This design comes from an exercise in tuning for small area on the open sky130 flow, not from production work.
Function was checked by simulation only, so behaviour that the tests miss may differ from the original.
In every run shown here, the design's own scripts or RTL, not TritonCTS, make the clock network.
The flow treats the clock pin as an ideal source. Dropping or thinning the clock tree relies on that and would not hold on a real chip.
Power is estimated from default activity; no workload was simulated.

===== flow/config.mk =====
export PLATFORM = sky130hd
export DESIGN_NAME = main
export DESIGN_NICKNAME = main
export VERILOG_FILES = /design/flow/design.v
export SDC_FILE = /design/flow/constraint.sdc
export NUM_CORES = 8
export LEC_CHECK = 0
export CAP_MARGIN = 5
export CORE_MARGIN = 2
export CORE_UTILIZATION = 70
export GPL_TIMING_DRIVEN = 0
export PLACE_DENSITY = 0.8
export SLEW_MARGIN = 5

===== flow/constraint.sdc =====
create_clock -name core_clock -period 40.0 [get_ports {_clk}]
set_input_delay 8.0000 -clock core_clock [delete_from_list [all_inputs] [get_ports {_clk}]]
set_output_delay 8.0000 -clock core_clock [all_outputs]
set_load 0.01 [all_outputs]

===== flow/design.v =====
module random_byte(
	input  logic       clk,
	input  logic       rst,
	input  logic       fwd,
	input  logic       bwd,
	output logic [4:0] row,
	output logic [1:0] spr
);
	logic [27:0] w;
	wire x0 = w[4] ^ w[25];
	wire x1 = w[0] ^ w[20];
	wire x2 = w[1] ^ w[11];
	wire x3 = w[16] ^ x1;
	wire x4 = w[5] ^ w[15];
	wire x5 = w[10] ^ x0;
	wire x6 = w[14] ^ x5;
	wire x7 = w[18] ^ w[22];
	wire x8 = w[19] ^ w[27];
	wire x9 = w[6] ^ x2;
	wire x10 = w[2] ^ w[23];
	wire x11 = w[24] ^ x8;
	wire x12 = w[21] ^ x4;
	wire x13 = w[8] ^ w[17];
	wire x14 = x0 ^ x3;
	wire x15 = w[9] ^ x10;
	wire x16 = w[21] ^ x7;
	wire x17 = w[7] ^ w[13];
	wire x18 = x6 ^ x11;
	wire x19 = w[26] ^ x9;
	wire x20 = w[12] ^ x14;
	assign row[0] = w[4] ^ w[5] ^ w[14] ^ w[18] ^ x11 ^ x15 ^ x17;
	assign row[1] = w[0];
	assign row[2] = w[9] ^ x2 ^ x6 ^ x12;
	assign row[3] = w[10] ^ w[15] ^ w[19] ^ w[20] ^ x13 ^ x16 ^ x17;
	assign row[4] = w[6] ^ x10 ^ x16 ^ x20;
	assign spr[0] = w[2] ^ x7 ^ x9 ^ x18;
	assign spr[1] = w[8] ^ w[15] ^ w[22] ^ w[24] ^ x1 ^ x15 ^ x19;
	wire fb_f = x12 ^ x13 ^ x19 ^ x20;
	wire fb_b = w[3] ^ w[7] ^ w[11] ^ x3 ^ x4 ^ x18;
	always_ff @(posedge clk, posedge rst)
		if (rst)	w <= 28'hb6cc389;
		else if (fwd)	w <= {fb_f, w[27:1]};
		else if (bwd)	w <= {w[26:0], fb_b};
endmodule
module digits(input [3:0] digit, input [3:0] line, input [3:0] x, output logic pixel);
	wire x3 = x[3];
	wire x0 = x[0];
	wire y3 = line[3];
	wire d2 = digit[2];
	wire d1 = digit[1];
	wire d0 = digit[0];
	wire y2 = line[2];
	wire x1 = x[1];
	wire x2 = x[2];
	wire y1 = line[1];
	wire d3 = digit[3];
	wire y0 = line[0];
  wire new_n14, new_n15, new_n16, new_n17, new_n18, new_n19, new_n20,
    new_n21, new_n22, new_n23, new_n24, new_n25, new_n26, new_n27, new_n28,
    new_n29, new_n30, new_n31, new_n32, new_n33, new_n34, new_n35, new_n36,
    new_n37, new_n38, new_n39, new_n40, new_n41, new_n42, new_n43, new_n44,
    new_n45, new_n46, new_n47, new_n48, new_n49, new_n50, new_n51, new_n52,
    new_n53, new_n54, new_n55, new_n56, new_n57, new_n58, new_n59, new_n60,
    new_n61, new_n62, new_n63, new_n64, new_n65, new_n66, new_n67;
  assign new_n14 = y3 & y2;
  assign new_n15 = ~d2 & d1;
  assign new_n16 = ~x2 & ~new_n15;
  assign new_n17 = ~x3 & ~new_n16;
  assign new_n18 = y2 & ~new_n17;
  assign new_n19 = ~y3 & ~y1;
  assign new_n20 = ~new_n18 & new_n19;
  assign new_n21 = d1 & d0;
  assign new_n22 = ~d1 & ~d0;
  assign new_n23 = ~new_n21 & ~new_n22;
  assign new_n24 = d2 & ~new_n23;
  assign new_n25 = d1 & ~y1;
  assign new_n26 = ~y2 & new_n25;
  assign new_n27 = x1 & ~new_n26;
  assign new_n28 = y3 & new_n24;
  assign new_n29 = ~d2 & ~d3;
  assign new_n30 = ~new_n21 & ~new_n29;
  assign new_n31 = ~new_n15 & ~new_n30;
  assign new_n32 = ~new_n23 & ~new_n28;
  assign new_n33 = new_n31 & ~new_n32;
  assign new_n34 = ~x1 & new_n26;
  assign new_n35 = new_n33 & ~new_n34;
  assign new_n36 = ~new_n27 & new_n35;
  assign new_n37 = ~d0 & new_n15;
  assign new_n38 = ~y2 & new_n37;
  assign new_n39 = d2 & y2;
  assign new_n40 = new_n23 & new_n39;
  assign new_n41 = y2 & new_n31;
  assign new_n42 = ~y2 & new_n24;
  assign new_n43 = ~d0 & new_n42;
  assign new_n44 = ~y3 & ~new_n43;
  assign new_n45 = ~new_n41 & new_n44;
  assign new_n46 = ~new_n38 & ~new_n40;
  assign new_n47 = x2 & new_n46;
  assign new_n48 = y1 & new_n45;
  assign new_n49 = ~new_n47 & ~new_n48;
  assign new_n50 = ~new_n33 & ~new_n49;
  assign new_n51 = new_n14 & ~new_n24;
  assign new_n52 = ~x2 & new_n36;
  assign new_n53 = ~new_n51 & ~new_n52;
  assign new_n54 = ~new_n50 & new_n53;
  assign new_n55 = x1 & x2;
  assign new_n56 = x3 & ~new_n55;
  assign new_n57 = ~new_n54 & new_n56;
  assign new_n58 = ~d0 & ~x2;
  assign new_n59 = ~new_n14 & ~new_n58;
  assign new_n60 = ~new_n45 & new_n59;
  assign new_n61 = ~x1 & ~x2;
  assign new_n62 = ~new_n60 & ~new_n61;
  assign new_n63 = ~new_n28 & new_n62;
  assign new_n64 = ~x3 & new_n63;
  assign new_n65 = ~new_n57 & ~new_n64;
  assign new_n66 = y1 & new_n14;
  assign new_n67 = ~new_n65 & ~new_n66;
  assign pixel = ~new_n20 & new_n67;
endmodule
module rom_ship(input [3:0] y, input [3:0] x, output logic pixel);
	wire y3 = y[3];
	wire y2 = y[2];
	wire y1 = y[1];
	wire y0 = y[0];
	wire x3 = x[3];
	wire x2 = x[2];
	wire x1 = x[1];
	wire x0 = x[0];
  wire new_n10, new_n11, new_n12, new_n13, new_n14, new_n15, new_n16,
    new_n17, new_n18, new_n19, new_n20, new_n21, new_n22, new_n23, new_n24,
    new_n25, new_n26, new_n27, new_n28, new_n29, new_n30, new_n31, new_n32,
    new_n33, new_n34, new_n35, new_n36;
  assign new_n10 = ~x3 & ~x2;
  assign new_n11 = y3 & ~y2;
  assign new_n12 = ~y3 & y2;
  assign new_n13 = ~new_n11 & ~new_n12;
  assign new_n14 = ~x3 & ~x0;
  assign new_n15 = ~new_n13 & ~new_n14;
  assign new_n16 = ~y1 & ~y3;
  assign new_n17 = y1 & y3;
  assign new_n18 = ~new_n16 & ~new_n17;
  assign new_n19 = new_n13 & ~new_n18;
  assign new_n20 = ~y3 & y0;
  assign new_n21 = y3 & ~y0;
  assign new_n22 = ~new_n20 & ~new_n21;
  assign new_n23 = ~x1 & new_n22;
  assign new_n24 = ~y2 & ~y0;
  assign new_n25 = y2 & y0;
  assign new_n26 = ~new_n24 & ~new_n25;
  assign new_n27 = ~x2 & ~new_n26;
  assign new_n28 = x3 & ~new_n27;
  assign new_n29 = new_n10 & ~new_n23;
  assign new_n30 = ~new_n15 & new_n23;
  assign new_n31 = ~new_n29 & ~new_n30;
  assign new_n32 = new_n18 & ~new_n28;
  assign new_n33 = new_n31 & ~new_n32;
  assign new_n34 = new_n10 & ~new_n15;
  assign new_n35 = ~x1 & new_n34;
  assign new_n36 = ~new_n33 & ~new_n35;
  assign pixel = ~new_n19 & new_n36;
endmodule
module rom_tail(input [3:0] y, input [1:0] frame, input [3:0] x, output logic pixel);
	wire y3 = y[3];
	wire f1 = frame[1];
	wire y1 = y[1];
	wire x0 = x[0];
	wire x3 = x[3];
	wire x2 = x[2];
	wire f0 = frame[0];
	wire y0 = y[0];
	wire y2 = y[2];
	wire x1 = x[1];
  wire new_n12, new_n13, new_n14, new_n15, new_n16, new_n17, new_n18,
    new_n19, new_n20, new_n21, new_n22, new_n23, new_n24, new_n25, new_n26,
    new_n27, new_n28, new_n29, new_n30, new_n31, new_n32, new_n33, new_n34,
    new_n35, new_n36, new_n37, new_n38, new_n39, new_n40, new_n41, new_n42,
    new_n43, new_n44, new_n45, new_n46, new_n47, new_n48, new_n49, new_n50,
    new_n51, new_n52, new_n53, new_n54, new_n55, new_n56, new_n57, new_n58,
    new_n59, new_n60, new_n61, new_n62, new_n63;
  assign new_n12 = ~y3 & y2;
  assign new_n13 = y3 & ~y2;
  assign new_n14 = ~new_n12 & ~new_n13;
  assign new_n15 = f0 & x1;
  assign new_n16 = ~x0 & ~f0;
  assign new_n17 = ~new_n15 & ~new_n16;
  assign new_n18 = ~x0 & x1;
  assign new_n19 = ~new_n17 & ~new_n18;
  assign new_n20 = ~f1 & ~new_n19;
  assign new_n21 = ~y1 & ~y2;
  assign new_n22 = y1 & y2;
  assign new_n23 = ~new_n21 & ~new_n22;
  assign new_n24 = y0 & ~y2;
  assign new_n25 = ~y0 & y2;
  assign new_n26 = ~new_n24 & ~new_n25;
  assign new_n27 = x1 & new_n26;
  assign new_n28 = ~x0 & ~new_n27;
  assign new_n29 = ~new_n23 & ~new_n28;
  assign new_n30 = ~new_n20 & new_n29;
  assign new_n31 = ~x3 & ~new_n30;
  assign new_n32 = ~f0 & ~x1;
  assign new_n33 = new_n26 & ~new_n32;
  assign new_n34 = f1 & ~new_n15;
  assign new_n35 = ~f1 & f0;
  assign new_n36 = ~new_n34 & ~new_n35;
  assign new_n37 = new_n17 & new_n33;
  assign new_n38 = ~new_n36 & ~new_n37;
  assign new_n39 = f1 & new_n19;
  assign new_n40 = ~new_n20 & ~new_n39;
  assign new_n41 = new_n23 & ~new_n40;
  assign new_n42 = x3 & ~new_n41;
  assign new_n43 = ~new_n23 & ~new_n38;
  assign new_n44 = new_n26 & ~new_n42;
  assign new_n45 = ~new_n43 & ~new_n44;
  assign new_n46 = x2 & new_n45;
  assign new_n47 = new_n23 & new_n26;
  assign new_n48 = f1 & ~new_n47;
  assign new_n49 = ~f1 & new_n23;
  assign new_n50 = ~new_n16 & ~new_n49;
  assign new_n51 = x1 & new_n50;
  assign new_n52 = x0 & f0;
  assign new_n53 = new_n34 & ~new_n52;
  assign new_n54 = ~new_n26 & ~new_n53;
  assign new_n55 = new_n33 & new_n40;
  assign new_n56 = ~new_n54 & ~new_n55;
  assign new_n57 = ~new_n23 & new_n56;
  assign new_n58 = ~new_n48 & new_n51;
  assign new_n59 = ~new_n57 & ~new_n58;
  assign new_n60 = x3 & ~new_n59;
  assign new_n61 = ~x2 & ~new_n60;
  assign new_n62 = ~new_n14 & ~new_n31;
  assign new_n63 = ~new_n46 & new_n62;
  assign pixel = ~new_n61 & new_n63;
endmodule
module rom_meteor(input [3:0] y, input [1:0] sprite, input [3:0] x, output logic pixel);
	wire y3 = y[3];
	wire s0 = sprite[0];
	wire x2 = x[2];
	wire x3 = x[3];
	wire y1 = y[1];
	wire y2 = y[2];
	wire s1 = sprite[1];
	wire x0 = x[0];
	wire x1 = x[1];
	wire y0 = y[0];
  wire new_n12, new_n13, new_n14, new_n15, new_n16, new_n17, new_n18,
    new_n19, new_n20, new_n21, new_n22, new_n23, new_n24, new_n25, new_n26,
    new_n27, new_n28, new_n29, new_n30, new_n31, new_n32, new_n33, new_n34,
    new_n35, new_n36, new_n37, new_n38, new_n39, new_n40, new_n41, new_n42,
    new_n43, new_n44, new_n45, new_n46, new_n47, new_n48, new_n49, new_n50,
    new_n51, new_n52, new_n53, new_n54, new_n55, new_n56, new_n57, new_n58,
    new_n59, new_n60, new_n61, new_n62, new_n63, new_n64, new_n65, new_n66,
    new_n67, new_n68, new_n69, new_n70, new_n71, new_n72, new_n73, new_n74,
    new_n75, new_n76, new_n77, new_n78, new_n79, new_n80, new_n81, new_n82,
    new_n83, new_n84, new_n85, new_n86, new_n87, new_n88, new_n89, new_n90,
    new_n91, new_n92, new_n93, new_n94, new_n95, new_n96, new_n97, new_n98,
    new_n99, new_n100, new_n101, new_n102, new_n103, new_n104, new_n105,
    new_n106, new_n107, new_n108, new_n109, new_n110, new_n111, new_n112,
    new_n113, new_n114, new_n115, new_n116, new_n117, new_n118, new_n119,
    new_n120, new_n121, new_n122, new_n123, new_n124, new_n125, new_n126,
    new_n127, new_n128, new_n129, new_n130, new_n131, new_n132, new_n133,
    new_n134, new_n135, new_n136, new_n137, new_n138, new_n139, new_n140,
    new_n141, new_n142, new_n143, new_n144, new_n145, new_n146, new_n147,
    new_n148, new_n149, new_n150, new_n151, new_n152, new_n153, new_n154,
    new_n155, new_n156, new_n157, new_n158, new_n159, new_n160, new_n161,
    new_n162, new_n163, new_n164, new_n165, new_n166, new_n167, new_n168;
  assign new_n12 = ~x2 & x3;
  assign new_n13 = y3 & x0;
  assign new_n14 = y1 & ~x0;
  assign new_n15 = ~y3 & new_n14;
  assign new_n16 = y2 & ~new_n13;
  assign new_n17 = ~y1 & new_n16;
  assign new_n18 = ~new_n15 & ~new_n17;
  assign new_n19 = ~y1 & x0;
  assign new_n20 = ~x2 & ~x3;
  assign new_n21 = ~new_n19 & new_n20;
  assign new_n22 = y1 & y0;
  assign new_n23 = x0 & new_n22;
  assign new_n24 = ~y2 & ~new_n23;
  assign new_n25 = y3 & new_n24;
  assign new_n26 = ~y1 & ~y0;
  assign new_n27 = y1 & y2;
  assign new_n28 = ~new_n26 & ~new_n27;
  assign new_n29 = x2 & ~y1;
  assign new_n30 = ~x0 & ~new_n29;
  assign new_n31 = ~y3 & ~new_n30;
  assign new_n32 = x0 & new_n26;
  assign new_n33 = y2 & ~new_n32;
  assign new_n34 = ~x3 & new_n19;
  assign new_n35 = new_n33 & ~new_n34;
  assign new_n36 = new_n31 & new_n35;
  assign new_n37 = ~new_n21 & new_n25;
  assign new_n38 = new_n12 & new_n28;
  assign new_n39 = ~new_n37 & ~new_n38;
  assign new_n40 = ~new_n36 & new_n39;
  assign new_n41 = ~x1 & ~new_n40;
  assign new_n42 = ~y3 & ~new_n22;
  assign new_n43 = y3 & ~y2;
  assign new_n44 = ~new_n42 & ~new_n43;
  assign new_n45 = ~y1 & y0;
  assign new_n46 = ~x3 & ~new_n45;
  assign new_n47 = ~x0 & ~x1;
  assign new_n48 = ~x3 & ~new_n47;
  assign new_n49 = ~y1 & ~y2;
  assign new_n50 = x0 & x1;
  assign new_n51 = ~y3 & ~y1;
  assign new_n52 = ~new_n50 & ~new_n51;
  assign new_n53 = ~new_n27 & ~new_n49;
  assign new_n54 = x1 & ~new_n53;
  assign new_n55 = new_n52 & new_n54;
  assign new_n56 = y0 & new_n50;
  assign new_n57 = y3 & new_n22;
  assign new_n58 = ~new_n49 & ~new_n57;
  assign new_n59 = new_n46 & ~new_n58;
  assign new_n60 = ~y1 & y2;
  assign new_n61 = ~y3 & new_n60;
  assign new_n62 = ~new_n59 & ~new_n61;
  assign new_n63 = ~new_n48 & ~new_n55;
  assign new_n64 = ~new_n46 & new_n63;
  assign new_n65 = ~new_n56 & ~new_n62;
  assign new_n66 = ~new_n64 & ~new_n65;
  assign new_n67 = ~new_n15 & new_n44;
  assign new_n68 = y1 & new_n67;
  assign new_n69 = x2 & ~new_n68;
  assign new_n70 = new_n66 & new_n69;
  assign new_n71 = new_n12 & ~new_n18;
  assign new_n72 = ~new_n70 & ~new_n71;
  assign new_n73 = ~new_n41 & new_n72;
  assign new_n74 = ~x3 & y2;
  assign new_n75 = ~y3 & ~new_n26;
  assign new_n76 = ~y2 & y0;
  assign new_n77 = new_n14 & new_n76;
  assign new_n78 = ~y2 & new_n42;
  assign new_n79 = new_n33 & ~new_n75;
  assign new_n80 = ~new_n78 & ~new_n79;
  assign new_n81 = ~new_n77 & new_n80;
  assign new_n82 = ~new_n74 & new_n81;
  assign new_n83 = ~x2 & ~s1;
  assign new_n84 = x1 & new_n83;
  assign new_n85 = x3 & new_n22;
  assign new_n86 = y3 & new_n85;
  assign new_n87 = new_n84 & ~new_n86;
  assign new_n88 = new_n42 & ~new_n74;
  assign new_n89 = new_n44 & ~new_n82;
  assign new_n90 = ~new_n88 & ~new_n89;
  assign new_n91 = new_n87 & new_n90;
  assign new_n92 = ~new_n28 & new_n66;
  assign new_n93 = ~x0 & new_n92;
  assign new_n94 = new_n91 & ~new_n93;
  assign new_n95 = y1 & new_n50;
  assign new_n96 = ~x2 & ~new_n95;
  assign new_n97 = new_n33 & ~new_n47;
  assign new_n98 = ~new_n49 & ~new_n96;
  assign new_n99 = ~y0 & new_n98;
  assign new_n100 = ~new_n97 & ~new_n99;
  assign new_n101 = new_n12 & new_n47;
  assign new_n102 = ~x3 & new_n29;
  assign new_n103 = ~new_n101 & ~new_n102;
  assign new_n104 = new_n76 & ~new_n103;
  assign new_n105 = y1 & new_n12;
  assign new_n106 = new_n100 & new_n105;
  assign new_n107 = ~x3 & ~new_n100;
  assign new_n108 = ~new_n106 & ~new_n107;
  assign new_n109 = ~new_n104 & new_n108;
  assign new_n110 = ~y3 & new_n109;
  assign new_n111 = ~x3 & x1;
  assign new_n112 = x2 & ~new_n81;
  assign new_n113 = new_n111 & new_n112;
  assign new_n114 = ~new_n101 & ~new_n113;
  assign new_n115 = new_n12 & ~new_n47;
  assign new_n116 = x2 & ~x1;
  assign new_n117 = ~new_n50 & new_n115;
  assign new_n118 = ~x3 & new_n116;
  assign new_n119 = ~new_n117 & ~new_n118;
  assign new_n120 = new_n81 & ~new_n119;
  assign new_n121 = ~new_n27 & ~new_n114;
  assign new_n122 = ~new_n49 & new_n121;
  assign new_n123 = ~new_n120 & ~new_n122;
  assign new_n124 = ~s1 & ~new_n110;
  assign new_n125 = ~new_n123 & ~new_n124;
  assign new_n126 = ~s1 & ~new_n73;
  assign new_n127 = ~new_n125 & ~new_n126;
  assign new_n128 = ~new_n94 & new_n127;
  assign new_n129 = ~new_n52 & new_n115;
  assign new_n130 = ~new_n102 & new_n116;
  assign new_n131 = ~new_n19 & new_n130;
  assign new_n132 = ~new_n129 & ~new_n131;
  assign new_n133 = y2 & ~new_n132;
  assign new_n134 = new_n110 & ~new_n133;
  assign new_n135 = ~new_n27 & ~new_n132;
  assign new_n136 = new_n12 & ~new_n26;
  assign new_n137 = x2 & ~s1;
  assign new_n138 = new_n74 & new_n137;
  assign new_n139 = x1 & new_n138;
  assign new_n140 = ~new_n111 & ~new_n138;
  assign new_n141 = ~s1 & new_n26;
  assign new_n142 = ~new_n29 & ~new_n141;
  assign new_n143 = ~new_n140 & ~new_n142;
  assign new_n144 = ~new_n136 & ~new_n139;
  assign new_n145 = ~new_n143 & new_n144;
  assign new_n146 = s1 & new_n47;
  assign new_n147 = y1 & new_n146;
  assign new_n148 = ~new_n145 & ~new_n147;
  assign new_n149 = ~new_n22 & new_n148;
  assign new_n150 = new_n22 & ~new_n47;
  assign new_n151 = ~new_n50 & ~new_n150;
  assign new_n152 = x3 & new_n151;
  assign new_n153 = ~y2 & ~x1;
  assign new_n154 = ~new_n14 & ~new_n153;
  assign new_n155 = x2 & y0;
  assign new_n156 = ~new_n83 & ~new_n155;
  assign new_n157 = ~new_n154 & new_n156;
  assign new_n158 = new_n48 & ~new_n157;
  assign new_n159 = x2 & new_n32;
  assign new_n160 = ~new_n152 & ~new_n158;
  assign new_n161 = y2 & ~new_n159;
  assign new_n162 = ~new_n160 & ~new_n161;
  assign new_n163 = y3 & ~new_n135;
  assign new_n164 = ~new_n149 & new_n163;
  assign new_n165 = ~new_n162 & new_n164;
  assign new_n166 = ~new_n134 & ~new_n165;
  assign new_n167 = ~s0 & new_n166;
  assign new_n168 = s0 & ~new_n128;
  assign pixel = new_n167 | new_n168;
endmodule
module main(
	input logic		_clk, _rst,
	input logic		up, down,
	output logic		hsync, vsync,
	output logic		active,
	output logic		r, g, b
);
	logic clk;
	logic rst;
	assign clk = _clk;
	assign rst = ~_rst;
	localparam MAX_H = 799;
	localparam MAX_V = 524;
	logic [9:0] hp, vp;
	always_ff @(posedge clk, posedge rst)
		if (rst)		hp <= '0;
		else if (hp == MAX_H)	hp <= '0;
		else			hp <= hp + 1'b1;
	always_ff @(posedge clk, posedge rst)
		if (rst)		vp <= '0;
		else if (hp == MAX_H) begin
			if (vp == MAX_V)	vp <= '0;
			else 			vp <= vp + 1'b1;
		end
	wire hblank = hp[9] && (hp[8] || hp[7]);	 
	wire tick = (hp == MAX_H) && (vp == 10'd489);
	assign hsync = (10'd656 <= hp && hp <= 10'd751);
	assign vsync = (10'd490 <= vp && vp <= 10'd491);
	assign active = !hblank && (vp < 10'd480);
	wire [5:0] col = hp[9:4];
	wire [4:0] trow = vp[8:4];
	wire [3:0] py = vp[3:0];
	wire [3:0] px = hp[3:0];
	logic [4:0] ship_y;
	always_ff @(posedge clk, posedge rst)
		if (rst) 				ship_y <= '0;
		else if (!tick)				ship_y <= ship_y;
		else if (~up && (ship_y != '0))		ship_y <= ship_y - 5'd1;
		else if (~down && (ship_y != 5'd29))	ship_y <= ship_y + 5'd1;
	logic [5:0] d;
	always_ff @(posedge clk, posedge rst)
		if (rst)		d <= 6'd43;
		else if (tick)		d <= (d == 6'd0) ? 6'd3 : d - 6'd1;
	wire [1:0] tail_frame = ~d[1:0];
	wire fwd = (px == 4'd15 && !hblank) || tick;
	wire bwd = hblank && (hp[1:0] == 2'b00);
	logic [4:0] obj_row;
	logic [1:0] obj_spr;
	random_byte random_byte(.clk(clk), .rst(rst), .fwd(fwd), .bwd(bwd), .row(obj_row), .spr(obj_spr));
	logic ship_in_coin;
	logic [2:0] taken;
	always_ff @(posedge clk, posedge rst)
		if (rst)		taken <= '0;
		else if (tick)		taken <= {ship_in_coin, taken[2:1]};
	wire filled = ({1'b0, col} + 7'd3 >= {1'b0, d}) && !(col < 6'd3 && taken[col[1:0]]);
	wire coin_now = filled && (obj_row == ship_y) && (obj_spr == 2'b11);
	wire at_ship = (col == 6'd3);
	always_ff @(posedge clk, posedge rst)
		if (rst)		ship_in_coin <= 1'b0;
		else if (at_ship)	ship_in_coin <= coin_now;
	logic [3:0] score_0, score_1, score_2, score_3;
	always_ff @(posedge clk, posedge rst)
		if (rst)	begin
			score_0 <= '0;
			score_1 <= '0;
			score_2 <= '0;
			score_3 <= '0;
		end else if (at_ship && coin_now && !ship_in_coin) begin
			if (score_0 == 4'd9) begin
				score_0 <= '0;
				if (score_1 == 4'd9) begin
					score_1 <= '0;
					if (score_2 == 4'd9) begin
						score_2 <= '0;
						if (score_3 == 4'd9) begin
							score_3 <= '0;
						end else begin
							score_3 <= score_3 + 4'd1;
						end
					end else begin
						score_2 <= score_2 + 4'd1;
					end
				end else begin
					score_1 <= score_1 + 4'd1;
				end
			end else begin
				score_0 <= score_0 + 4'd1;
			end
		end
	logic ship_bit, tail_bit, meteor_bit, digit_bit;
	logic [3:0] digit_to_show;
	always_comb
		case (hp[5:4])
			2'b00: digit_to_show = score_3;
			2'b01: digit_to_show = score_2;
			2'b10: digit_to_show = score_1;
			2'b11: digit_to_show = score_0;
		endcase
	rom_ship rom_ship(.y(py), .x(px), .pixel(ship_bit));
	rom_tail rom_tail(.y(py), .frame(tail_frame), .x(px), .pixel(tail_bit));
	rom_meteor rom_meteor(.y(py), .sprite(obj_spr), .x(px), .pixel(meteor_bit));
	digits digits(.digit(digit_to_show), .line(py), .x(px), .pixel(digit_bit));
	wire ship_row = (trow == ship_y);
	wire ship_px = ship_row && (col == 6'd3) && ship_bit;
	wire tail_px = ship_row && (col == 6'd2) && tail_bit;
	wire score_px = (trow == 5'd1) && (col[5:2] == 4'd8) && digit_bit;
	wire enemy_px = filled && (obj_row == trow) && meteor_bit;
	wire coin_px = enemy_px && (obj_spr == 2'b11);
	wire blank = !enemy_px && !ship_px && !score_px && !tail_px;
	assign r = active && (blank || ship_px || score_px);
	assign g = active && (blank || coin_px);
	assign b = active && (blank || coin_px);
endmodule

===== flow/flow/run.sh =====
#!/bin/bash
# Own layout flow: the standard flow (standard.sh) with two changes:
#  - synthesis maps the combinational logic with a stronger ABC script
#    (area.abc); registers are mapped before ABC, as in the standard synthesis;
#  - the clock is distributed by cts_own.tcl (a few clock buffers driven by
#    the clock port) instead of ORFS's CTS.
# Each step's output goes to a log file of its own in the work folder.
set -euo pipefail
W=$(pwd)
export OWN_ABC_SCRIPT=$W/flow/area.abc
export OWN_CLOCK_PORT=_clk
export OWN_CLOCK_BUF=${OWN_CLOCK_BUF:-sky130_fd_sc_hd__clkbuf_16}
export OWN_CLOCK_GROUPS=${OWN_CLOCK_GROUPS:-3}
# the platform's don't-use cells, plus the largest buffers, which repair_design
# otherwise picks for the high-fanout reset and select nets
DU=$(bash standard.sh print-DONT_USE_CELLS 2>/dev/null | sed -n 's/^DONT_USE_CELLS: //p')
DU="$DU ${OWN_EXTRA_DONT_USE-sky130_fd_sc_hd__buf_4 sky130_fd_sc_hd__buf_6 sky130_fd_sc_hd__buf_8 sky130_fd_sc_hd__buf_12 sky130_fd_sc_hd__buf_16 sky130_fd_sc_hd__bufbuf_8 sky130_fd_sc_hd__bufbuf_16}"
S=(SYNTH_SCRIPT=$W/flow/own_synth.tcl ADDER_MAP_FILE= "BUFFER_PORTS_ARGS=-buffer_cell sky130_fd_sc_hd__buf_1" "DONT_USE_CELLS=$DU" "MIN_BUF_CELL_AND_PORTS=sky130_fd_sc_hd__buf_1 A X")
bash standard.sh "${S[@]}" place > $W/flow_place.log 2>&1
bash standard.sh "${S[@]}" RUN_SCRIPT=$W/flow/cts_own.tcl RUN_LOG_NAME_STEM=4_1_cts run > $W/flow_cts.log 2>&1
bash standard.sh "${S[@]}" finish > $W/flow_finish.log 2>&1

===== flow/flow/area.abc =====
strash
&get -n
&deepsyn -S 5 -T 240
&deepsyn -S 7 -T 240
&deepsyn -S 9 -T 240
&put
dch -f
amap
topo

===== flow/flow/cts_own.tcl =====
# Clock distribution for a small design: the registers are split into
# OWN_CLOCK_GROUPS groups by place (k-means), and one clock buffer per group,
# driven by the clock port, drives the group's clock pins (ORFS's CTS builds a
# nine-buffer tree plus dummy loads for 79 registers). Writes the same
# results as ORFS's cts step.
source $::env(SCRIPTS_DIR)/load.tcl
erase_non_stage_variables cts
load_design 3_place.odb 3_place.sdc
set_dont_use $::env(DONT_USE_CELLS)

set block [ord::get_db_block]
set db [ord::get_db]
set port_net [[$block findBTerm $::env(OWN_CLOCK_PORT)] getNet]
set master [$db findMaster $::env(OWN_CLOCK_BUF)]
set k $::env(OWN_CLOCK_GROUPS)
$port_net setSigType CLOCK

# the clock pins and their locations
set pins {}
foreach it [$port_net getITerms] {
  set bb [[$it getInst] getBBox]
  lappend pins [list $it [expr { ([$bb xMin] + [$bb xMax]) / 2.0 }] \
    [expr { ([$bb yMin] + [$bb yMax]) / 2.0 }]]
}
set n [llength $pins]
# k-means on the pin locations, seeded along the sorted x order
set sorted [lsort -real -index 1 $pins]
set cx {}
set cy {}
for { set g 0 } { $g < $k } { incr g } {
  set p [lindex $sorted [expr { int(($g + 0.5) * $n / $k) }]]
  lappend cx [lindex $p 1]
  lappend cy [lindex $p 2]
}
for { set iter 0 } { $iter < 50 } { incr iter } {
  set assign {}
  foreach p $pins {
    set best 0
    set bd 1e30
    for { set g 0 } { $g < $k } { incr g } {
      set dx [expr { [lindex $p 1] - [lindex $cx $g] }]
      set dy [expr { [lindex $p 2] - [lindex $cy $g] }]
      set d [expr { abs($dx) + abs($dy) }]
      if { $d < $bd } { set bd $d; set best $g }
    }
    lappend assign $best
  }
  for { set g 0 } { $g < $k } { incr g } {
    set sx 0.0; set sy 0.0; set m 0
    foreach p $pins a $assign {
      if { $a == $g } {
        set sx [expr { $sx + [lindex $p 1] }]
        set sy [expr { $sy + [lindex $p 2] }]
        incr m
      }
    }
    if { $m > 0 } {
      lset cx $g [expr { $sx / $m }]
      lset cy $g [expr { $sy / $m }]
    }
  }
}
for { set g 0 } { $g < $k } { incr g } {
  set buf [odb::dbInst_create $block $master clkbuf_own_$g]
  set net [odb::dbNet_create $block clknet_own_$g]
  $net setSigType CLOCK
  set m 0
  foreach p $pins a $assign {
    if { $a == $g } {
      set it [lindex $p 0]
      $it disconnect
      $it connect $net
      incr m
    }
  }
  puts "clock buffer $g drives $m clock pins"
  [$buf findITerm A] connect $port_net
  [$buf findITerm X] connect $net
  $buf setLocation [expr { int([lindex $cx $g]) }] [expr { int([lindex $cy $g]) }]
  $buf setPlacementStatus PLACED
}

set_placement_padding -global \
  -left $::env(CELL_PAD_IN_SITES_DETAIL_PLACEMENT) \
  -right $::env(CELL_PAD_IN_SITES_DETAIL_PLACEMENT)
detailed_placement
check_placement -verbose

set_propagated_clock [all_clocks]
estimate_parasitics -placement
report_clock_skew
report_check_types -max_slew -max_capacitance -violators
repair_timing_helper
detailed_placement
check_placement -verbose
report_metrics 4 "cts final"
orfs_write_db $::env(RESULTS_DIR)/4_1_cts.odb
orfs_write_sdc $::env(RESULTS_DIR)/4_cts.sdc

===== flow/flow/own_synth.tcl =====
# The standard synthesis (synth_recipe.tcl), with one change: ABC maps the
# combinational logic with the script named by OWN_ABC_SCRIPT instead of
# ORFS's speed script. Registers are mapped before ABC runs, so they come out
# as in the standard synthesis.
proc synth {args} { yosys synth -nofsm -noshare {*}$args }
proc abc {args} {
  set i [lsearch -exact $args -script]
  if { $i >= 0 } { lset args [expr { $i + 1 }] $::env(OWN_ABC_SCRIPT) }
  yosys abc {*}$args
}
source $::env(SCRIPTS_DIR)/synth.tcl
# left out here: clear keep_hierarchy, flatten, clean up, hide names made inside functions, write 1_2_yosys.v

===== flow/standard.sh =====
#!/bin/bash
# synth_recipe.tcl (not shown) runs the flow's synth.tcl, then flattens the netlist and writes it again
# the make line also repeats each setting of config.mk as NAME=value (left out here)
make -C /OpenROAD-flow-scripts/flow DESIGN_CONFIG=/design/flow/config.mk WORK_HOME=/design/flow/orfs CLKGATE_MAP_FILE= SYNTH_SCRIPT=/design/flow/synth_recipe.tcl "${@:-finish}"

==> results of run 1 <==
==> per-stage QoR <==
step	cell area, um2	power (mW)	hold WS (ps)	setup slack [ps]	instances
global placement	5170	0.0831	462	28080	764
finish	5270	0.115	486	27760	770
detailed placement	5190	0.0832	472	28160	767
floorplan	5010	0.0815	447	28900	659
global route	5270	0.118	525	27350	770
==> per-layer routing <==
metal / share of wire [%] / vias to the layer above
li1: - / 2482
met1: 41 / 2454
met2: 45 / 398
met3: 12 / 40
met4: 1.9 / 0
met5: 0 / -
==> worst paths after layout <==
path                                        start  slack (ps)  cells past startpoint           endpoint
min in group asynchronous                    _rst        7950                      1               d[2]
worst max-delay path            random_byte.w[15]       27760                     18                  g
worst min-delay path                         d[5]         490                      2               d[5]
worst max register to register              hp[1]       33520                     18  random_byte.w[16]
max in group asynchronous                    _rst       30700                      2   random_byte.w[1]
worst min register to register               d[5]         490                      2               d[5]
==> power breakdown <==
part / switching, mW / total, mW / internal [mW]
registers: 0 / 0.0799 / 0.0799
logic: 0.00157 / 0.00173 / 0.000158
clock network: 0.0194 / 0.0333 / 0.0138
total: 0.0210 / 0.115 / 0.0939
==> cells in the final DEF (no fill, tap or decap), drive strengths merged, types with 4 or more instances in the layout <==
cell type  count
o22ai         49
a2111oi        4
a211oi         9
nand2         48
nand4          4
dfstp         18
a31oi         11
a22oi         11
o21ai         41
buf           13
a21oi         45
dfrtp         61
nor4           4
a222oi        30
nor3          23
nand3         11
nor2         119
clkinv       118
a221oi         5
o21a           8
==> cell type report <==
class | count | area (um2)
Multi-Input combinational cell | 461 | 2570
Sequential cell | 79 | 2000
Fill cell | 518 | 1600
Inverter | 118 | 443
Tap cell | 96 | 120
Buffer | 4 | 78.8
Timing Repair Buffer | 12 | 50.0
==> registers in the layout, summed over array words and instances (netlist names) <==
signal	cells
random_byte.w	28
d	6
ship_in_coin	1
score_2	4
score_3	4
ship_y	5
score_1	4
score_0	4
hp	10
vp	10
taken	3
==> logic make-up after synthesis <==
logic type	share of synthesized area, %
xor gates and xnor gates	0.175
buffers and inverters	8.91
DFF	39.9
AOI/OAI and AO/OA	32.9
and+or+nand+nor	18.2
==> tightest hold or removal path, stage by stage (launching register included) <==
cell	delay [ps]
dfstp_2	400
clkinv_1	60
nor2_1	40
==> key figures, run 1 <==
Critical path
  • WP data arrival: around 4200 ps
  • CP Data Required Time: about 32000 ps
  • Max stage delay on crit path: just under 600 ps
  • Startpoint types: flip-flop
  • Top Family by Delay on Critical Path: compound AO/OA/AOI/OAI gates
  • CP Buf/Inv Count: 5
  • Worst-path cell chain: clkinv_1, o22ai_1, clkinv_1, o22ai_1, a21oi_1, o21ai_0, a211oi_1, a2111oi_0, or3_1, a31oi_1, o21a_1, o21bai_1, o41ai_1, clkinv_1, a21oi_1, nor2_1, buf_1, buf_1
  • CP Capture Type: output port
  • Worst Path Max Fanout: 5
  • Most used cell, CP: clkinv_1
  • Crit Path Class: flip-flop to output port
  • Slowest-stage cell, CP: o21ai_0

Cells and area
  • Ant. Diodes: 0
  • Share of cells above drive strength 1: 4.01%
  • # nets final: 680
  • Fin util: between 70% and 80%
  • Area growth syn-to-layout: 5.01%

Global route
  • GR Util met3: 3.82%
  • First-pass GRT wire length: between 20000 and 25000 um
  • GRT Overall Usage: ~37%
  • Busiest grt layer: met2
  • Overflow left after global routing: 0
  • Largest net degree at the start of global routing: 42
  • Met2 Use GR: approximately three fifths
  • Number of global-route vias before repair: about 4.8k
  • Initial antenna violation count: 0
  • Grt met1 use: 55.2%

Floorplanning
  • Die X: 88.6 um
  • Starting Density: between 70% and 80%
  • Row count: 30
  • # IOs: 10
  • Core area: 0.00687 mm2
  • Die area: roughly 0.0079 mm2
  • Die height: 88.6 um

Synth
  • Cell Area, Synth: 0.00501 mm2
  • Synth warn: 2
  • Seq/Total Area, Yosys: 39.9%
  • Commonest cells in the netlist: nor2_1 (119), clkinv_1 (118), dfrtp_1 (61)
  • Syn_area_per_cell: 7.61 um2
  • Synthesized Nets: 663
  • Primary FF master, synth: dfrtp_1
  • Most common cell in the synthesized netlist: nor2_1
  • Cells after Synth: 659
  • Number of enable flip-flop cells after synthesis: 0
  • Post-synth top area cell: dfrtp_1
  • Post-synth ARST share: 100%
  • Share of Yosys cell area claimed by the top area cell type: 30.4%
  • Yosys cell types: 41
  • #FFs+latches synth: 79
  • Synth top area cells: dfrtp_1 (30%), dfstp_2 (9.4%), nor2_1 (8.9%)

Timing
  • Final Skew: around 26 ps
  • Setup TNS: 0 ps
  • Fmax: 81.7 MHz
  • Setup violations, final: 0
  • Actual slew at the worst max-slew pin: 945 ps
  • Post-route minimum period: about 12000 ps
  • Slew Limit Fails: 0
  • Tcrit/Tclk final: approximately 31%
  • Unrepaired setup endpoints after global routing: no
  • Final hold violations: 0
  • Max_slew headroom: ~37%

Placement
  • Port Buffers: 9
  • Final Wtd Congestion: 0.987
  • Final HPWL DP: about 10000 um

Hold path
  • Hold Path Class: flip-flop to flip-flop

Power and ir drop
  • Lkg Pwr: 1.91 nW
  • PwrDens: 21.8 mW/mm2
  • Peak supply drop: ~26 uV

Routing
  • Drt total wl: 14000 um
  • Via density: 6.98
  • Wire per inst: 18.2 um
  • Iter 0 DRT Violations: around 900
  • Antenna viol nets, final: 0
  • Via count: 5374
  • DR pass1 iterations: 9
  • Drc violations: 0

Clock tree
  • Post-cts resize count: 0
  • CTS Hold Bufs: 0
  • Post-CTS Repair Setup Buffers: 0
  • Clk latency of the worst-skew pair: 170 ps
  • Reg clk slew, reported paths: 100 ps

Run status
  • Status: finished clean

Job
  • Max-Cap Viols: 0
==> run 2: changes to the inputs <==
--- a/flow/design.v
+++ b/flow/design.v
@@ -8,37 +8,39 @@
 );
-	logic [27:0] w;
-	wire x0 = w[4] ^ w[25];
-	wire x1 = w[0] ^ w[20];
-	wire x2 = w[1] ^ w[11];
-	wire x3 = w[16] ^ x1;
-	wire x4 = w[5] ^ w[15];
-	wire x5 = w[10] ^ x0;
-	wire x6 = w[14] ^ x5;
-	wire x7 = w[18] ^ w[22];
-	wire x8 = w[19] ^ w[27];
-	wire x9 = w[6] ^ x2;
-	wire x10 = w[2] ^ w[23];
-	wire x11 = w[24] ^ x8;
-	wire x12 = w[21] ^ x4;
-	wire x13 = w[8] ^ w[17];
-	wire x14 = x0 ^ x3;
-	wire x15 = w[9] ^ x10;
-	wire x16 = w[21] ^ x7;
-	wire x17 = w[7] ^ w[13];
-	wire x18 = x6 ^ x11;
-	wire x19 = w[26] ^ x9;
-	wire x20 = w[12] ^ x14;
-	assign row[0] = w[4] ^ w[5] ^ w[14] ^ w[18] ^ x11 ^ x15 ^ x17;
+	localparam logic [27:0] W0 = 28'hb6cc389;
+	logic [27:0] x;
+	wire [27:0] w = x ^ W0;
+	wire t0 = w[4] ^ w[25];
+	wire t1 = w[0] ^ w[20];
+	wire t2 = w[1] ^ w[11];
+	wire t3 = w[16] ^ t1;
+	wire t4 = w[5] ^ w[15];
+	wire t5 = w[10] ^ t0;
+	wire t6 = w[14] ^ t5;
+	wire t7 = w[18] ^ w[22];
+	wire t8 = w[19] ^ w[27];
+	wire t9 = w[6] ^ t2;
+	wire t10 = w[2] ^ w[23];
+	wire t11 = w[24] ^ t8;
+	wire t12 = w[21] ^ t4;
+	wire t13 = w[8] ^ w[17];
+	wire t14 = t0 ^ t3;
+	wire t15 = w[9] ^ t10;
+	wire t16 = w[21] ^ t7;
+	wire t17 = w[7] ^ w[13];
+	wire t18 = t6 ^ t11;
+	wire t19 = w[26] ^ t9;
+	wire t20 = w[12] ^ t14;
+	assign row[0] = w[4] ^ w[5] ^ w[14] ^ w[18] ^ t11 ^ t15 ^ t17;
 	assign row[1] = w[0];
-	assign row[2] = w[9] ^ x2 ^ x6 ^ x12;
-	assign row[3] = w[10] ^ w[15] ^ w[19] ^ w[20] ^ x13 ^ x16 ^ x17;
-	assign row[4] = w[6] ^ x10 ^ x16 ^ x20;
-	assign spr[0] = w[2] ^ x7 ^ x9 ^ x18;
-	assign spr[1] = w[8] ^ w[15] ^ w[22] ^ w[24] ^ x1 ^ x15 ^ x19;
-	wire fb_f = x12 ^ x13 ^ x19 ^ x20;
-	wire fb_b = w[3] ^ w[7] ^ w[11] ^ x3 ^ x4 ^ x18;
+	assign row[2] = w[9] ^ t2 ^ t6 ^ t12;
+	assign row[3] = w[10] ^ w[15] ^ w[19] ^ w[20] ^ t13 ^ t16 ^ t17;
+	assign row[4] = w[6] ^ t10 ^ t16 ^ t20;
+	assign spr[0] = w[2] ^ t7 ^ t9 ^ t18;
+	assign spr[1] = w[8] ^ w[15] ^ w[22] ^ w[24] ^ t1 ^ t15 ^ t19;
+	wire fb_f = t12 ^ t13 ^ t19 ^ t20;
+	wire fb_b = w[3] ^ w[7] ^ w[11] ^ t3 ^ t4 ^ t18;
 	always_ff @(posedge clk, posedge rst)
-		if (rst)	w <= 28'hb6cc389;
-		else if (fwd)	w <= {fb_f, w[27:1]};
-		else if (bwd)	w <= {w[26:0], fb_b};
+		if (rst)	x <= '0;
+		else if (fwd)	x <= {fb_f, w[27:1]} ^ W0;
+		else if (bwd)	x <= {w[26:0], fb_b} ^ W0;
 endmodule
@@ -464,7 +466,8 @@
 		else if (~down && (ship_y != 5'd29))	ship_y <= ship_y + 5'd1;
-	logic [5:0] d;
+	logic [5:0] eq;
+	wire [5:0] e = eq ^ 6'd40;
 	always_ff @(posedge clk, posedge rst)
-		if (rst)		d <= 6'd43;
-		else if (tick)		d <= (d == 6'd0) ? 6'd3 : d - 6'd1;
-	wire [1:0] tail_frame = ~d[1:0];
+		if (rst)		eq <= '0;
+		else if (tick)		eq <= ((e == 6'd61) ? 6'd0 : e - 6'd1) ^ 6'd40;
+	wire [1:0] tail_frame = {e[1] ^ e[0], e[0]};
 	wire fwd = (px == 4'd15 && !hblank) || tick;
@@ -479,3 +482,3 @@
 		else if (tick)		taken <= {ship_in_coin, taken[2:1]};
-	wire filled = ({1'b0, col} + 7'd3 >= {1'b0, d}) && !(col < 6'd3 && taken[col[1:0]]);
+	wire filled = (col >= e || e[5:2] == 4'b1111) && !(col < 6'd3 && taken[col[1:0]]);
 	wire coin_now = filled && (obj_row == ship_y) && (obj_spr == 2'b11);
==> run 2 against run 1 <==
  * Combinational power up 27%
  * Clock power up 4%
  * Hold slack better by 37 ps
  * Critical path depth up 1
  * Critical path type unchanged
  * Critical endpoint unchanged
==> key figures, run 2 <==
Run status
  • Status: finished clean

Synth
  • Post-synth ARST share: 100% (unchanged)
  • Synthesized Nets: 675 (+1.8%)
  • #FFs+latches synth: 79 (unchanged)
  • Synth warn: 2 (unchanged)
  • Syn_area_per_cell: 7.53 um2 (-1.0%)
  • Most common cell in the synthesized netlist: nor2_1
  • Synth top area cells: dfrtp_1 (39%), nor2_1 (9.4%), clkinv_1 (7.7%)
  • Cell Area, Synth: 0.00505 mm2 (+0.77%)
  • Number of enable flip-flop cells after synthesis: 0 (unchanged)
  • Primary FF master, synth: dfrtp_1
  • Yosys cell types: 45 (+9.8%)
  • Post-synth top area cell: dfrtp_1
  • Cells after Synth: 671 (+1.8%)
  • Share of Yosys cell area claimed by the top area cell type: 39.1% (+8.7 points)
  • Commonest cells in the netlist: nor2_1 (126), clkinv_1 (104), dfrtp_1 (79)
  • Seq/Total Area, Yosys: 39.1% (-0.75 points)

Clock tree
  • Clk latency of the worst-skew pair: 170 ps (about the same)
  • Reg clk slew, reported paths: 110 ps (about the same)
  • Post-cts resize count: 0 (unchanged)
  • CTS Hold Bufs: 0 (unchanged)
  • Post-CTS Repair Setup Buffers: 0 (unchanged)

Power and ir drop
  • Lkg Pwr: 2.01 nW (+5.2%)
  • Tot Pwr: 0.117 mW (+1.5%)
  • PwrDens: 21.9 mW/mm2 (+0.58%)
  • Peak supply drop: 24.7 uV (-3.3%)

Critical path
  • CP Capture Type: output port
  • CP Data Required Time: 32000 ps (about the same)
  • Slowest-stage cell, CP: dfrtp_1
  • CP Buf/Inv Count: 5 (unchanged)
  • Crit Path Class: flip-flop to output port
  • Worst Path Max Fanout: 14 (+9)
  • Worst-path cell chain: clkinv_1, o22ai_1, clkinv_1, nand2_1, nand2_1, o21ai_0, clkinv_1, o221ai_1, o22ai_1, o22a_1, a21oi_1, a21oi_1, o21ai_0, o21ai_0, nor2_1, a31oi_1, nor2_1, buf_1, buf_1
  • WP data arrival: 4900 ps (+660 ps)
  • Max stage delay on crit path: 660 ps (+80 ps)
  • Top Family by Delay on Critical Path: compound AO/OA/AOI/OAI gates
  • Startpoint types: flip-flop

Cells and area
  • Max reg flops: 28 (unchanged)
  • Commonest non-fill, non-tap cell in the layout: nor2_1
  • Share of cells above drive strength 1: 1.46% (-2.6 points)
  • Area growth syn-to-layout: 5.13%
  • Top reg by flops: random_byte.x
  • Fin util: 76.9% (+0.25 points)
  • Most frequent cells in the layout: nor2_1 (125), clkinv_1 (104), dfrtp_1 (79)
  • Ant. Diodes: 0 (unchanged)
  • Biggest regs: random_byte.x (28), hp (10), vp (10)
  • Final instance area: 0.00531 mm2 (+0.88%)
  • # nets final: 693 (+1.9%)
  • Fillers: 497 (-4.1%)

Timing
  • Fmax: 77.5 MHz (-5.2%)
  • Unrepaired setup endpoints after global routing: no
  • Slew Limit Fails: 0 (unchanged)
  • Max_slew headroom: 35.3% (-1.2 points)
  • Post-route minimum period: 12900 ps (+666 ps)
  • Actual slew at the worst max-slew pin: 962 ps (+17.0 ps)
  • Final Skew: 18.0 ps (-8.29 ps)
  • Setup TNS: 0 ps (unchanged)
  • Setup violations, final: 0 (unchanged)
  • Hold_ws: 523 ps (+37.4 ps)
  • Final hold violations: 0 (unchanged)
  • Tcrit/Tclk final: 32.3% (+1.7 points)

Floorplanning
  • Die height: 89.0 um (+0.37%)
  • Row count: 30 (unchanged)
  • # IOs: 10 (unchanged)
  • Core area: 0.00691 mm2 (+0.55%)
  • Die X: 89.0 um (+0.37%)
  • Die area: 0.00791 mm2 (+0.73%)
  • Starting Density: 73.2% (+0.16 points)

Global route
  • Grt met1 use: 54.4% (-0.80 points)
  • Overflow left after global routing: 0 (unchanged)
  • Initial antenna violation count: 0 (unchanged)
  • GRT Overall Usage: 38.8% (+2.0 points)
  • First-pass GRT wire length: 24400 um (+4.3%)
  • Largest net degree at the start of global routing: 34 (-19%)
  • GR Util met3: 4.25% (+0.42 points)
  • Busiest grt layer: met2
  • Number of global-route vias before repair: 5032 (+4.9%)
  • Met2 Use GR: 64.0% (+5.0 points)

Routing
  • Antenna viol nets, final: 0 (unchanged)
  • Iter 0 DRT Violations: 582 (-36%)
  • Wire per inst: 18.7 um (+2.8%)
  • DR pass1 iterations: 6 (-3)
  • Drc violations: 0 (unchanged)
  • Via density: 7.05 (+1.0%)
  • Via count: 5522 (+2.8%)
  • Drt total wl: 14600 um (+4.6%)

Hold path
  • Hold Path Class: flip-flop to flip-flop

Job
  • Max-Cap Viols: 0 (unchanged)

Placement
  • Final HPWL DP: 10800 um (+4.0%)
  • Port Buffers: 9 (unchanged)
  • Area of placed instances: 0.00524 mm2 (+0.89%)
  • Final Wtd Congestion: 1.01 (+2.6%)
## run 2: cell families after synthesis
group                  Yosys count  share of synthesized area [%]
XOR/XNOR                         3                          0.520
flip-flops                      79                           39.1
buffers and inverters          105                           7.80
AO/OA/AOI/OAI                  230                           30.8
AND/OR/NAND/NOR                254                           21.8
## run 2: power breakdown
part	switching (mW)	internal (mW)
sequential	0.0000544	0.0799
clock	0.0206	0.0139
combinational	0.00191	0.000278
total	0.0226	0.0940
## run 2: final cells by class
| class | count | area [um2] | share of cell area [%] |
|---|---|---|---|
| plain buffers | 4 | 78.8 | 1.48 |
| repair buffers | 13 | 55.1 | 1.04 |
| flip-flops and latches | 79 | 1980 | 37.2 |
| well taps | 96 | 120 | 2.26 |
| inverters | 104 | 390 | 7.35 |
| multi-input cells | 487 | 2690 | 50.7 |
## run 2: worst paths after layout
check | startpoint | slack, ps | endpoint | depth (start not counted)
hold / removal | random_byte.x[27] | 520 | random_byte.x[26] | 1
hold reg to reg | random_byte.x[27] | 520 | random_byte.x[26] | 1
min in group asynchronous | _rst | 7770 | hp[0] | 1
setup reg to reg | hp[1] | 34120 | random_byte.x[19] | 14
setup / recovery | vp[2] | 27100 | g | 19
max in group asynchronous | _rst | 31110 | score_0[0] | 2
## run 2: stage by stage
| step | instances | setup WS, ps |
|---|---|---|
| floorplan | 671 | 28700 |
| global placement | 776 | 27580 |
| finish | 783 | 27100 |
| detailed placement | 780 | 27580 |
| global route | 783 | 26890 |
## run 2: metal layers
layer / wire length [um] / share of wire [%] / vias to the layer above
li1: - / - / 2509
met5: 0 / 0 / -
met3: 1530 / 10 / 74
met2: 6930 / 47 / 406
met4: 596 / 4.1 / 0
met1: 5580 / 38 / 2533

static timing again, ports no longer ideal:
Ports are ideal in the flow. The routed layouts listed here were re-timed in OpenROAD. Step 1 assumes that a clkbuf_16 drives the clock port and a buf_2 every other input. Step 2 also shifts input and output timing later by t, the mid clock arrival at the registers, as if the neighbouring blocks saw the same clock. Three values: no drivers, after step 1, after step 2; two values: the first two.
run	t, ns	setup WS [ns]	worst register clock-pin slew, ns
run 1	0.226	27.761 / 27.693 / 27.919	0.11 / 0.11
run 2	0.231	27.096 / 27.027 / 27.258	0.11 / 0.11
After both steps every run listed still meets setup and hold.
